Context: an optimization exercise on an open-source flow, tuned for small area. The choices shown serve that exercise and are no tape-out recipe. The RTL was checked by simulation tests, not by an equivalence proof against the original design. Power figures rest on the tool's default switching activity, not on a simulated workload.

File: design/flow/run.sh
#!/bin/bash
# synth_recipe.tcl (not shown) runs the flow's synth.tcl, then flattens the netlist and writes it again
# the make line also repeats each setting of config.mk as NAME=value (left out here)
make -C /OpenROAD-flow-scripts/flow DESIGN_CONFIG=/design/flow/config.mk WORK_HOME=/design/flow/orfs CLKGATE_MAP_FILE= SYNTH_SCRIPT=/design/flow/synth_recipe.tcl finish
File: design/flow/config.mk
export PLATFORM = sky130hd
export DESIGN_NAME = spi_master
export DESIGN_NICKNAME = spi_master
export VERILOG_FILES = /design/flow/design.v
export SDC_FILE = /design/flow/constraint.sdc
export NUM_CORES = 4
export LEC_CHECK = 0
export CAP_MARGIN = 20
export CORE_MARGIN = 2
export CORE_UTILIZATION = 40
export SLEW_MARGIN = 20
File: design/flow/constraint.sdc
create_clock -name core_clock -period 8.0 [get_ports {clock}]
set_input_delay 1.6000 -clock core_clock [delete_from_list [all_inputs] [get_ports {clock}]]
set_output_delay 1.6000 -clock core_clock [all_outputs]
set_load 0.01 [all_outputs]
File: design/flow/design.v
`timescale 1ns / 1ps
module spi_master #(parameter DATA_WIDTH = 16, parameter ADDRESS_WIDTH = 15)
(
    input   wire                                    clock,
    input   wire                                    reset_n,
    input   wire    [DATA_WIDTH-1:0]                data,
    input   wire    [ADDRESS_WIDTH-1:0]             address,
    input   wire                                    read_write,
    input   wire                                    enable,
    input   wire                                    burst_enable,
    input   wire    [15:0]                          burst_count,
    input   wire    [15:0]                          divider,
    input   wire                                    clock_phase,
    input   wire                                    clock_polarity,
    input   wire                                    master_in_slave_out,
    output  logic                                   serial_clock,
    output  reg     [DATA_WIDTH-1:0]                read_data,
    output  reg                                     busy,
    output  reg                                     slave_select,
    output  reg                                     master_out_slave_in,
    output  reg     [DATA_WIDTH+ADDRESS_WIDTH:0]    read_long_data,
    output  reg                                     read_data_valid,
    output  reg                                     burst_data_ready
);
typedef enum
{
    S_IDLE,
    S_SET_SS,
    S_TRANSMIT_ADDRESS,
    S_TRANSMIT_DATA,
    S_UPDATE_TABLE,
    S_READ_DATA,
    S_STOP
} state_type;
state_type                                      _state;
state_type                                      state;
reg                                             internal_serial_clock;
logic                                           _internal_serial_clock;
logic       [DATA_WIDTH-1:0]                    _read_data;
logic                                           _busy;
logic                                           _slave_select;
logic                                           _master_out_slave_in;
logic       [DATA_WIDTH+ADDRESS_WIDTH:0]        _read_long_data;
logic                                           _read_data_valid;
logic                                           _burst_data_ready;
reg         [7:0]                               process_counter;
logic       [7:0]                               _process_counter;
reg         [7:0]                               bit_counter;
logic       [7:0]                               _bit_counter;
reg                                             saved_clock_phase;
logic                                           _saved_clock_phase;
reg                                             saved_clock_polarity;
logic                                           _saved_clock_polarity;
reg                                             saved_read_write;
logic                                           _saved_read_write;
reg         [15:0]                              saved_burst_count;
logic       [15:0]                              _saved_burst_count;
reg         [15:0]                              divider_counter;
logic       [15:0]                              _divider_counter;
logic                                           divider_tick;
reg         [ADDRESS_WIDTH-1:0]                 saved_address;
logic       [ADDRESS_WIDTH-1:0]                 _saved_address;
reg         [DATA_WIDTH-1:0]                    saved_data;
logic       [DATA_WIDTH-1:0]                    _saved_data;
reg                                             saved_burst_enable;
logic                                           _saved_burst_enable;
reg         [DATA_WIDTH+ADDRESS_WIDTH:0]        write_shift_register;
logic       [DATA_WIDTH+ADDRESS_WIDTH:0]        _write_shift_register;
reg         [DATA_WIDTH+ADDRESS_WIDTH:0]        read_shift_register;
logic       [DATA_WIDTH+ADDRESS_WIDTH:0]        _read_shift_register;
reg                                             end_of_burst_word;
logic                                           _end_of_burst_word;
always_comb begin
    _state                  =   state;
    _process_counter        =   process_counter;
    _internal_serial_clock  =   internal_serial_clock;
    _read_data              =   read_data;
    _busy                   =   busy;
    _slave_select           =   slave_select;
    _master_out_slave_in    =   master_out_slave_in;
    _bit_counter            =   bit_counter;
    _saved_clock_phase      =   saved_clock_phase;
    _saved_clock_polarity   =   saved_clock_polarity;
    _saved_read_write       =   saved_read_write;
    _saved_burst_count      =   saved_burst_count;
    _divider_counter        =   divider_counter;
    _saved_address          =   saved_address;
    _saved_data             =   saved_data;
    _saved_burst_enable     =   saved_burst_enable;
    _write_shift_register   =   write_shift_register;
    _read_shift_register    =   read_shift_register;
    _read_long_data         =   read_long_data;
    _burst_data_ready       =   burst_data_ready;
    _end_of_burst_word      =   end_of_burst_word;
    _read_data_valid        =   0;
    if (saved_clock_polarity == 0) begin
        serial_clock    =   internal_serial_clock;
    end
    else begin
        serial_clock    =   !internal_serial_clock;
    end
    if (divider_counter == divider) begin
        _divider_counter    =   0;
        divider_tick        =   1;
    end
    else begin
        _divider_counter    =   divider_counter + 1;
        divider_tick        =   0;
    end
    case (state)
        S_IDLE: begin
            _saved_clock_phase      =   clock_phase;
            _saved_clock_polarity   =   clock_polarity;
            _saved_read_write       =   read_write;
            _saved_burst_count      =   burst_count;
            _saved_burst_enable     =   burst_enable;
            _saved_address          =   address;
            _saved_data             =   data;
            _busy                   =   busy;
            _internal_serial_clock  =   0;
            _bit_counter            =   0;
            _write_shift_register   =   0;
            _read_shift_register    =   0;
            _process_counter        =   0;
            _end_of_burst_word      =   0;
            if (enable) begin
                _busy   =   1;
                _state  =   S_SET_SS;
            end
        end
        S_SET_SS: begin
            if (divider_tick) begin
                _slave_select           =   0;
                _write_shift_register   =   {saved_address, saved_read_write, saved_data};
                _state                  =   S_TRANSMIT_ADDRESS;
                if (saved_clock_phase == 0) begin
                    _master_out_slave_in    =   saved_address[ADDRESS_WIDTH-1];
                    _write_shift_register   =   {saved_address[ADDRESS_WIDTH-2:0], saved_read_write, saved_data, 1'b0};
                end
            end
        end
        S_TRANSMIT_ADDRESS: begin
            if (divider_tick) begin
                case (process_counter)
                    0: begin
                        _process_counter    =   1;
                        if (saved_clock_phase == 1 && bit_counter != 0) begin
                            _read_shift_register  = {read_shift_register[DATA_WIDTH+ADDRESS_WIDTH-1:0],master_in_slave_out};
                        end
                    end
                    1: begin
                        _internal_serial_clock  =   1;
                        _process_counter        =   2;
                        if (saved_clock_phase == 1) begin
                            _master_out_slave_in    =   write_shift_register[DATA_WIDTH+ADDRESS_WIDTH];
                            _write_shift_register   =   {write_shift_register[DATA_WIDTH+ADDRESS_WIDTH-1:0], 1'b0};
                        end
                    end
                    2: begin
                        _process_counter    =   3;
                        if (saved_clock_phase == 0) begin
                            _read_shift_register  = {read_shift_register[DATA_WIDTH+ADDRESS_WIDTH-1:0],master_in_slave_out};
                        end
                    end
                    3: begin
                        _internal_serial_clock  =   0;
                        _process_counter        =   0;
                        if (saved_clock_phase == 0) begin
                            _master_out_slave_in    =   write_shift_register[DATA_WIDTH+ADDRESS_WIDTH];
                            _write_shift_register   =   {write_shift_register[DATA_WIDTH+ADDRESS_WIDTH-1:0], 1'b0};
                        end
                        if (bit_counter == ADDRESS_WIDTH) begin
                            _bit_counter    =   0;
                            if (saved_read_write == 0) begin
                                _state  =   S_TRANSMIT_DATA;
                            end
                            else begin
                                _state  =   S_READ_DATA;
                            end
                        end
                        else begin
                            _bit_counter = bit_counter + 1;
                        end
                    end
                endcase
            end
        end
        S_TRANSMIT_DATA: begin
            if (divider_tick) begin
                case (process_counter)
                    0: begin
                        _process_counter    =   1;
                        if (bit_counter == (DATA_WIDTH - 1) && saved_burst_enable == 1 && saved_burst_count > 1) begin
                            _burst_data_ready = 1;
                        end
                        if (saved_clock_phase == 1) begin
                            _read_shift_register  = {read_shift_register[DATA_WIDTH+ADDRESS_WIDTH-1:0],master_in_slave_out};
                        end
                    end
                    1: begin
                        _process_counter        =   2;
                        _internal_serial_clock  =   1;
                        if (saved_clock_phase == 1) begin
                            _master_out_slave_in    =   write_shift_register[DATA_WIDTH+ADDRESS_WIDTH];
                            _write_shift_register   =   {write_shift_register[DATA_WIDTH+ADDRESS_WIDTH-1:0], 1'b0};
                        end
                    end
                    2: begin
                        _process_counter    =   3;
                        if (saved_clock_phase == 0) begin
                            _read_shift_register  = {read_shift_register[DATA_WIDTH+ADDRESS_WIDTH-1:0],master_in_slave_out};
                        end
                        if (burst_data_ready == 1) begin
                            _burst_data_ready                                                   = 0;
                            _write_shift_register[DATA_WIDTH+ADDRESS_WIDTH:ADDRESS_WIDTH+1]     = data;
                        end
                    end
                    3: begin
                        _process_counter        =   0;
                        _internal_serial_clock  =   0;
                        if (saved_clock_phase == 0) begin
                            _master_out_slave_in    =   write_shift_register[DATA_WIDTH+ADDRESS_WIDTH];
                            _write_shift_register   =   {write_shift_register[DATA_WIDTH+ADDRESS_WIDTH-1:0], 1'b0};
                        end
                        if (bit_counter == (DATA_WIDTH-1)) begin
                            _bit_counter    =   0;
                            if (saved_burst_enable == 1) begin
                                _saved_burst_count = saved_burst_count - 1;
                                if (saved_burst_count <= 1) begin
                                    _state = S_STOP;
                                end
                            end
                            else begin
                                _state = S_STOP;
                            end
                        end
                        else begin
                            _bit_counter = bit_counter + 1;
                        end
                    end
                endcase
            end
        end
        S_READ_DATA: begin
            if (divider_tick) begin
                case (process_counter)
                    0: begin
                        _process_counter    =   1;
                        _burst_data_ready   =   0;
                        if (saved_clock_phase == 1) begin
                            _read_shift_register  = {read_shift_register[DATA_WIDTH+ADDRESS_WIDTH-1:0],master_in_slave_out};
                        end
                    end
                    1: begin
                        _process_counter        =   2;
                        _internal_serial_clock  =   1;
                        if (saved_clock_phase == 1) begin
                            _master_out_slave_in    =   write_shift_register[DATA_WIDTH+ADDRESS_WIDTH];
                            _write_shift_register   =   {write_shift_register[DATA_WIDTH+ADDRESS_WIDTH-1:0], 1'b0};
                        end
                        if (end_of_burst_word) begin
                            _end_of_burst_word = 0;
                            _read_long_data     =   read_shift_register;
                            _read_data          =   read_shift_register[DATA_WIDTH-1:0];
                            _read_data_valid    =   1;
                        end
                    end
                    2: begin
                        _process_counter    =   3;
                        if (saved_clock_phase == 0) begin
                            _read_shift_register  = {read_shift_register[DATA_WIDTH+ADDRESS_WIDTH-1:0],master_in_slave_out};
                        end
                    end
                    3: begin
                        _process_counter        =   0;
                        _internal_serial_clock  =   0;
                        if (saved_clock_phase == 0) begin
                            _master_out_slave_in    =   write_shift_register[DATA_WIDTH+ADDRESS_WIDTH];
                            _write_shift_register   =   {write_shift_register[DATA_WIDTH+ADDRESS_WIDTH-1:0], 1'b0};
                        end
                        if (bit_counter == DATA_WIDTH - 1) begin
                            _bit_counter    =   0;
                            if (saved_burst_enable) begin
                                _saved_burst_count  =   saved_burst_count - 1;
                                if (saved_clock_phase == 0) begin
                                    _read_long_data     =   read_shift_register;
                                    _read_data          =   read_shift_register[DATA_WIDTH-1:0];
                                    _read_data_valid    =   1;
                                end
                                else begin
                                    _end_of_burst_word = 1;
                                end
                                if (saved_burst_count <= 1) begin
                                    _read_data_valid    =   0;
                                    _state              =   S_STOP;
                                end
                            end
                            else begin
                                _state  =   S_STOP;
                            end
                        end
                        else begin
                            _bit_counter    =   bit_counter + 1;
                        end
                    end
                endcase
            end
        end
        S_STOP: begin
            if (divider_tick) begin
                case (process_counter)
                    0: begin
                        _process_counter    =   1;
                        if (saved_clock_phase == 1) begin
                            _read_shift_register  = {read_shift_register[DATA_WIDTH+ADDRESS_WIDTH-1:0],master_in_slave_out};
                        end
                    end
                    1: begin
                        _read_long_data         = read_shift_register;
                        _read_data              = read_shift_register[DATA_WIDTH-1:0];
                        _read_data_valid        = 1;
                        _slave_select           = 1;
                        _master_out_slave_in    = 0;
                        _process_counter        = 2;
                    end
                    2: begin
                        _process_counter        = 3;
                    end
                    3: begin
                        _process_counter        = 0;
                        _busy                   = 0;
                        _state                  = S_IDLE;
                    end
                endcase
            end
        end
    endcase
end
always_ff @(posedge clock or negedge reset_n) begin
    if (!reset_n) begin
        state                           <=  S_IDLE;
        slave_select                    <=  1;
        process_counter                 <=  0;
        internal_serial_clock           <=  0;
        read_data                       <=  0;
        busy                            <=  0;
        master_out_slave_in             <=  0;
        bit_counter                     <=  0;
        saved_clock_phase               <=  0;
        saved_clock_polarity            <=  0;
        divider_counter                 <=  0;
        saved_read_write                <=  0;
        saved_burst_count               <=  0;
        saved_address                   <=  0;
        saved_data                      <=  0;
        read_shift_register             <=  0;
        write_shift_register            <=  0;
        saved_burst_enable              <=  0;
        read_data_valid                 <=  0;
        read_long_data                  <=  0;
        burst_data_ready                <=  0;
        end_of_burst_word               <=  0;
    end
    else begin
        state                           <=  _state;
        process_counter                 <=  _process_counter;
        internal_serial_clock           <=  _internal_serial_clock;
        read_data                       <=  _read_data;
        busy                            <=  _busy;
        slave_select                    <=  _slave_select;
        master_out_slave_in             <=  _master_out_slave_in;
        bit_counter                     <=  _bit_counter;
        saved_clock_phase               <=  _saved_clock_phase;
        saved_clock_polarity            <=  _saved_clock_polarity;
        divider_counter                 <=  _divider_counter;
        saved_read_write                <=  _saved_read_write;
        saved_burst_count               <=  _saved_burst_count;
        saved_address                   <=  _saved_address;
        saved_data                      <=  _saved_data;
        read_shift_register             <=  _read_shift_register;
        write_shift_register            <=  _write_shift_register;
        saved_burst_enable              <=  _saved_burst_enable;
        read_data_valid                 <=  _read_data_valid;
        read_long_data                  <=  _read_long_data;
        burst_data_ready                <=  _burst_data_ready;
        end_of_burst_word               <=  _end_of_burst_word;
    end
end
endmodule
==> results.cfg <==
[status]
status = finished clean

[power]
p_per_area_mw_per_mm2 = 147
ir_worst_vdd_mv = 0.109
power.leakage_nw = 5.63
p_int_mw = 1.40
p_seq_share_pct = 50.4
sw_frac_of_total_pct = 25.7
comb_power_share_pct = 5.1
power_mw = 1.89
power_switching_mw = 0.486
clkPwrFrac_pct = 44.5

[timing]
relSlewSlack_pct = 28.0
fin_skew_ns = 0.0212
finalSetupTns_ns = 0
tightest_slew_ns = 1.08
slew_viol_final = 0
post-route-min-period_ns = 4.40
rsz0062_at_grt = false
timing.final.crit_share_pct = 55.0
fmax_mhz = 227
hold_viol_final = 0
setup_viol = 0

[setup_path]
path_cells = clkdlybuf4s50_1, xor2_1, nor4_1, nand4_1, o41a_1, o21bai_1, o2bb2ai_1
r2r_cells = 7
reg2reg_slack_ns = 4.48
slowest_stage = o41a_1
crit_arrival_ns = 4.69
reg2reg_from = saved_clock_phase$_DFFE_PN0P_
start_kind = primary input
cp.required_ns = 8.28
slowest_delay_ns = 1.00
path_buf_inv = 1
end_kind = flip-flop
path_max_fanout = 31
crit_type = primary input to flip-flop
r2r-end = read_shift_register[4]$_DFFE_PN0P_
cp_top_family = compound AO/OA/AOI/OAI gates

[finish]
drive_gt1_share_pct = 11.7
layout_commonest_cell = nand2_1
nets = 1294
syn2layout_area_growth_pct = 17.1
n_antenna_cell = 0
layout_common_cells = nand2_1 (199), dfrtp_1 (181), clkdlybuf4s50_1 (123)

[routing]
wirelength_mm = 27.0
ant_nets = 0
vias_per_cell = 5.59
vias = 8764
drt-initial-drc-count = 521
wl_per_cell_um = 17.2
first_pass_iters = 5
route.detailed.drc = 0

[global_route]
gr-usage-all-layers_pct = 19.2
grt_pass1_wl_mm = 45.0
antenna_found_initial = 0
grt_pass1_vias = 8543
grt_max_degree = 83
gr-total-overflow = 0

[clocking]
post_cts_resized = 0
htreeDepth = 4
cts_tree = yes
worstSkewPairLatency_ns = 0.44
cts-root-buf = clkbuf_16
clockBufferDepth = 2
clkSinkCount = 183
clk_pin_slew_worst_paths_ns = 0.07
postCtsHoldBufs = 0
cts_buffers = 17
post_cts_buffers = 0

[synthesis]
synth-edff-count = 0
ys.flop_type = dfrtp_1
syn_area_mm2 = 0.0110
ys_seq_area_share_pct = 41.8
postSynth.asyncResetShare_pct = 100
ys_ff_latch = 183
ys_warn_count = 1
synthCells = 1159
avgSynthCellArea_um2 = 9.45
yosysUniqueCellTypes = 70
synth_nets = 1239

[flow_run]
cap_viol_max_count = 0

[floorplan]
die_w_um = 169
initial_core_util_pct = 40.6
top_level_ports = 125
rows = 60
dieHeight_um = 169
coreArea_mm2 = 0.0270
dieArea_mm2 = 0.0287

[worst_hold_path]
hold_start = saved_burst_count[14]$_DFFE_PN0P_
holdPathStages = 1
worst_hold_path_type = flip-flop to flip-flop
hold_end = saved_burst_count[14]$_DFFE_PN0P_

[place]
gp_congestion = 0.785
dp_hpwl_mm = 17.5
io_buffers = 124
==> Yosys cell counts, types with 5 or more instances <==
master	number	share of area, %
nor2b_1	7	0.40
xnor2_1	7	0.56
mux2_2	39	4.0
buf_4	18	1.2
or3_1	5	0.29
a21oi_1	48	2.2
o2bb2ai_1	33	2.6
ha_1	9	1.0
dfrtp_1	182	42
o21ai_1	9	0.41
and3_1	11	0.63
buf_6	7	0.72
inv_1	14	0.48
nor2_1	74	2.5
buf_1	10	0.34
o21ai_0	91	4.2
mux2i_1	50	4.6
nand2b_1	7	0.40
nand3_1	14	0.64
o31ai_1	6	0.41
o22a_1	22	1.8
a22o_1	21	1.7
a221oi_1	30	2.4
nand2_1	199	6.8
buf_2	23	1.1
nor3_1	9	0.41
mux2_4	30	4.1
a22oi_1	33	2.3
clkbuf_1	46	1.6
xor2_1	27	2.2
mux2_1	10	1.0
nor4_1	6	0.34
==> metal layers <==
metal	global-route usage [%]	vias to the layer above	wire length (µm)
met5	0	-	0
met4	4.79	0	284
met3	3.03	21	1010
met2	30.1	200	12200
met1	27.8	4271	13500
li1	-	4272	-
==> cell type report <==
cell class / instances / area (µm²)
inverters: 14 / 52.6
multi-input cells: 858 / 5810
well taps: 341 / 427
fillers: 2534 / 14100
clock buffers: 17 / 425
clock inverters: 15 / 160
repair buffers: 140 / 1370
flip-flops and latches: 183 / 4580
==> metrics by stage <==
stage	utilization [%]	hold slack [ns]	worst slack (ns)	std cells	cell area, µm²
after floorplan	-	0.448	4.67	1159	11000
after global placement	45.4	0.467	3.13	1536	12200
after detailed placement	45.4	0.484	3.10	1536	12200
after CTS	47.6	0.507	3.57	1568	12800
after global routing	47.6	0.520	3.30	1568	12800
final	47.6	0.501	3.60	1568	12800
==> worst max-delay path by stage <==
stage | from | endpoint | slack [ns] | depth (start not counted)
2_1_floorplan | divider[12] | write_shift_register[16]$_DFFE_PN0P_ | 4.67 | 8
3_3_place_gp | divider[12] | saved_burst_count[11]$_DFFE_PN0P_ | 3.13 | 7
3_5_place_dp | divider[12] | saved_burst_count[11]$_DFFE_PN0P_ | 3.10 | 7
4_1_cts | divider[12] | saved_burst_count[11]$_DFFE_PN0P_ | 3.57 | 7
5_1_grt | divider[12] | saved_burst_count[11]$_DFFE_PN0P_ | 3.30 | 7
6_report | divider[12] | saved_burst_count[11]$_DFFE_PN0P_ | 3.60 | 7
==> kinds of logic (layout without fill, tap and decap cells) <==
logic type      after synthesis  count (layout)  synth area share (%)
compound gates              333             333                  21.1
xor+xnor                     35              35                  2.87
fa+ha+maj                     9               9                  1.03
buf+inv                     118             186                  5.40
flops                       183             183                  41.8
mux                         129             129                  13.7
simple gates                352             352                  14.0
==> power by group through the flow <==
stage / Sequential, mW / Combinational [mW] / Clock, mW
2_1_floorplan: 0.967 / 0.0326 / 0
3_3_place_gp: 0.970 / 0.0980 / 0
3_5_place_dp: 0.970 / 0.0981 / 0
4_1_cts: 0.952 / 0.0983 / 0.864
5_1_grt: 0.955 / 0.108 / 0.897
6_report: 0.952 / 0.0959 / 0.840
==> state kept, by name, indices dropped and copies added (netlist names) <==
register               cells
saved_address             15
end_of_burst_word          1
internal_serial_clock      1
read_data_valid            1
bit_counter                8
burst_data_ready           1
saved_read_write           1
process_counter            2
read_long_data            32
saved_clock_polarity       1
read_shift_register       32
busy                       1
write_shift_register      32
master_out_slave_in        1
saved_burst_enable         1
saved_clock_phase          1
slave_select               1
state                      3
saved_data                16
divider_counter           16
saved_burst_count         16

==> static timing again, ports no longer ideal <==
Ports are ideal in the flow. The routed layout listed here was re-timed in OpenROAD.
Step 1 assumes that a clkbuf_16 drives the clock port and a buf_2 every other input.
Step 2 times the ports against the registers' clock, not the clock port: input delays grow and output delays shrink by t, the midpoint of the rising clock arrivals with the driver on.
a / b / c = ideal / step 1 / step 2; a / b = the first two.
shift t [ns]: 0.477
setup slack, ns: 3.597 / 3.620 / 3.143
hold slack, ns: 0.501 / 0.501 / 0.501
worst setup path at the end: input to register
pins driven straight from the clock port: 1
After both steps setup and hold are still met in this run. The setup slack of this run moves by +0.023 ns with the drivers and by -0.454 ns with both steps.
